Source: an optimization exercise on an open RTL-to-GDS flow (aim: small area and a short achievable clock period). Production flows keep margins and buffers that such runs may drop. Power and IR drop assume default switching activity.

== job 2320 ==
Design JTAG_Interface, start of the top module:
module JTAG_Interface(
	iCLK,
	iRST,
	iTCK,
	iTDI,
	iIR_IN,
	iSTATE_CDR,
	iSTATE_SDR,
	iSTATE_UDR,
	iREAD_0,
	iREAD_1,
	iREAD_2,
	iREAD_3,
	iREAD_4,
	iREAD_5,
	iREAD_6,
	iREAD_7,
	iREAD_8,
	iREAD_9,
	iREAD_A,
	iREAD_B,
	iREAD_C,
	iREAD_D,
	iREAD_E,
	oTDO,
	oWRITE_0,
	oWRITE_1,
	oWRITE_2,
	oWRITE_3,
	oWRITE_4,
	oWRITE_5,
	oWRITE_6,
	oWRITE_7,
	oWRITE_8,
	oWRITE_9,
	oWRITE_A,
	oWRITE_B,
	oWRITE_C,
	oWRITE_D,
	oWRITE_E
);
clock: 5.0 ns
lec_check: 0
cap_margin: 20
core_area: 10 10 350 350
cts_cluster_diameter: 80
cts_cluster_size: 30
die_area: 0 0 360 360
setup_slack_margin: 2.8
slew_margin: 20
synth_hierarchical: 1
synth_minimum_keep_size: 0
standard.sh (not shown) runs the stock make flow with config.mk's settings and CLKGATE_MAP_FILE= SYNTH_SCRIPT=/design/flow/synth_recipe.tcl, a recipe that flattens the netlist after the stock synthesis.
==> flow/flow/run.sh <==
#!/bin/bash
# The standard ORFS layout, with the port buffers made of the smallest
# buffer (sky130_fd_sc_hd__buf_1; repair_design resizes them where needed)
# and the pins placed by flow/pins.tcl (each bit slice's pins together).
set -euo pipefail
here=$(cd "$(dirname "$0")" && pwd)
bash standard.sh "BUFFER_PORTS_ARGS=-buffer_cell sky130_fd_sc_hd__buf_1" \
  "PRE_IO_PLACEMENT_TCL=$here/pins.tcl" finish > standard_make.log 2>&1
==> flow/flow/pins.tcl <==
# Pin placement: each bit slice's fifteen write outputs and fifteen read
# inputs sit together on the die edge, slices in bit order around the die
# (bottom, right, top, left), control pins in the middle of the left edge.
# Die 360 x 360 um. Pins are two routing tracks apart.
set ::die 360.0
set ::hex {0 1 2 3 4 5 6 7 8 9 A B C D E}
proc put {name edge t} {
  set die $::die
  if {$edge eq "bottom" || $edge eq "top"} {
    set x [expr {0.23 + 0.46 * $t}]
    set y [expr {$edge eq "bottom" ? 0.24 : $die - 0.24}]
    place_pin -pin_name $name -layer met2 -location [list $x $y] -pin_size {0.14 0.48}
  } else {
    set y [expr {0.34 + 0.68 * $t}]
    set x [expr {$edge eq "left" ? 0.4 : $die - 0.4}]
    place_pin -pin_name $name -layer met3 -location [list $x $y] -pin_size {0.8 0.3}
  }
}
proc slice_pins {b} {
  set hex $::hex
  set l {}
  foreach h $hex { lappend l "oWRITE_${h}\[$b\]" }
  foreach h $hex { lappend l "iREAD_${h}\[$b\]" }
  return $l
}
proc put_slice {b edge t0 dir} {
  set j 0
  foreach n [slice_pins $b] {
    put $n $edge [expr {$t0 + $dir * 2 * $j}]
    incr j
  }
}
set b 0
# bottom: 10 slices, left to right, 32 um apart
for {set k 0} {$k < 10} {incr k} {
  put_slice $b bottom [expr {int((20 + 32 * $k) / 0.46)}] 1; incr b
}
# right: 6 slices, bottom to top, 52 um apart
for {set k 0} {$k < 6} {incr k} {
  put_slice $b right [expr {int((25 + 52 * $k) / 0.68)}] 1; incr b
}
# top: 10 slices, right to left
for {set k 0} {$k < 10} {incr k} {
  put_slice $b top [expr {int((340 - 32 * $k) / 0.46)}] -1; incr b
}
# left: 6 slices, top to bottom, around the control pins
foreach y1 {335 288 241 147 100 53} {
  put_slice $b left [expr {int($y1 / 0.68)}] -1; incr b
}
set ctrl {iTDI oTDO iTCK iSTATE_CDR iSTATE_SDR iSTATE_UDR iRST iCLK}
for {set i 0} {$i < 9} {incr i} { lappend ctrl "iIR_IN\[$i\]" }
set j 0
foreach n $ctrl {
  put $n left [expr {int(160 / 0.68) + 2 * $j}]
  incr j
}
Job 2320 completed every stage of the flow, and the final layout passed the timing, DRC and antenna checks.
What job 7045 does differently from job 2320 at the input level:
Settings: CTS_CLUSTER_DIAMETER changed from 80 to 70; DIE_AREA changed from 0 0 360 360 to 0 0 320 320; CORE_AREA changed from 10 10 350 350 to 10 10 310 310; CTS_CLUSTER_SIZE changed from 30 to 22.
==> flow/flow/pins.tcl <==
# Pin placement: each bit slice's fifteen write outputs and fifteen read
# inputs sit together on the die edge, slices in bit order around the die
# (10 on the bottom, 6 on the right, 10 on the top, 6 on the left), control
# pins in the middle of the left edge. Pins are two routing tracks apart.
set ::die 320.0
set ::hex {0 1 2 3 4 5 6 7 8 9 A B C D E}
proc put {name edge t} {
  set die $::die
  if {$edge eq "bottom" || $edge eq "top"} {
    set x [expr {0.23 + 0.46 * $t}]
    set y [expr {$edge eq "bottom" ? 0.24 : $die - 0.24}]
    place_pin -pin_name $name -layer met2 -location [list $x $y] -pin_size {0.14 0.48}
  } else {
    set y [expr {0.34 + 0.68 * $t}]
    set x [expr {$edge eq "left" ? 0.4 : $die - 0.4}]
    place_pin -pin_name $name -layer met3 -location [list $x $y] -pin_size {0.8 0.3}
  }
}
proc slice_pins {b} {
  set l {}
  foreach h $::hex { lappend l "oWRITE_${h}\[$b\]" }
  foreach h $::hex { lappend l "iREAD_${h}\[$b\]" }
  return $l
}
# a slice of 30 pins from track t0, 2 tracks apart, in direction dir
proc put_slice {b edge t0 dir} {
  set j 0
  foreach n [slice_pins $b] {
    put $n $edge [expr {$t0 + $dir * 2 * $j}]
    incr j
  }
}
set lo 12.0
set hi [expr {$::die - 12.0}]
# slice pitch along bottom/top (10 slices of 27.6 um) and left/right
set px [expr {($hi - $lo - 27.6) / 9.0}]
set b 0
for {set k 0} {$k < 10} {incr k} {
  put_slice $b bottom [expr {int(($lo + $px * $k) / 0.46)}] 1; incr b
}
# right: 6 slices of 40.8 um, bottom to top, evenly spread
set py [expr {($hi - $lo - 40.8) / 5.0}]
for {set k 0} {$k < 6} {incr k} {
  put_slice $b right [expr {int(($lo + $py * $k) / 0.68)}] 1; incr b
}
for {set k 0} {$k < 10} {incr k} {
  put_slice $b top [expr {int(($hi - $px * $k) / 0.46)}] -1; incr b
}
# left: 3 slices down from the top, 3 slices up from the bottom
set gap 2.0
for {set k 0} {$k < 3} {incr k} {
  put_slice $b left [expr {int(($hi - (40.8 + $gap) * $k) / 0.68)}] -1; incr b
}
for {set k 2} {$k >= 0} {incr k -1} {
  put_slice $b left [expr {int(($lo + 40.8 + (40.8 + $gap) * $k) / 0.68)}] -1; incr b
}
set ctrl {iTDI oTDO iTCK iSTATE_CDR iSTATE_SDR iSTATE_UDR iRST iCLK}
for {set i 0} {$i < 9} {incr i} { lappend ctrl "iIR_IN\[$i\]" }
set j 0
foreach n $ctrl {
  put $n left [expr {int(($::die / 2 - 11.0) / 0.68) + 2 * $j}]
  incr j
}
Results
Job 7045 vs job 2320, shortest clock period the worst path allows after layout went down by 0.072 ns. The fraction of final layout cells with drive strength greater than 1 number comes out lower for job 7045 vs job 2320. Relative to job 2320, final area has decreased by about 2.6% in job 7045. Between job 7045 and job 2320, static leakage power is lower for job 7045, job 2320 comes in above that. Sequential cell area share (job 7045 over job 2320): increase, 0.95 points. For job 2320, the start point of the critical path was iIR_IN[5], unlike job 7045, where it was iIR_IN[1]. Job 7045 against job 2320: final-layout fill cell count decreased 3077; post-route non-filler standard cell count decreased 354. Headroom to the max-slew limit for job 7045: 4.3 points up relative to job 2320. Across both runs, overall power after layout was higher for job 7045 than for job 2320.
No run of this note included a check of the RTL's function; only the layout flow was run.

afterwards: timing with drivers on the ports:
How much do the figures lean on ideal ports? The routed layouts below were timed once more, with nothing changed but the port constraints. Step 1 sets driving cells, clkbuf_16 on the clock port and buf_2 on the other inputs (assumed; they add their load-dependent delay and slew). Step 2 adds t to the input delays and takes it off the output delays; t is the mean of the earliest and latest rising clock arrival at the registers after step 1. Input paths then give back, and output paths get back, about the clock's delay inside the block. a / b / c = ideal / step 1 / step 2; a / b = the first two.
run	t (ns)	setup WS [ns]	worst hold slack (ns)	worst slew at a driven data input, ns
job 2320	0.675	2.719 / 2.703 / 2.027	0.439 / 0.439 / 0.439	0.06
job 7045	0.670	2.792 / 2.778 / 2.139	0.443 / 0.443 / 0.443	0.06
After both steps setup and hold are still met in every run listed. For job 2320, which loses most, drivers alone change the setup slack by -0.016 ns; drivers and shift together by -0.692 ns.
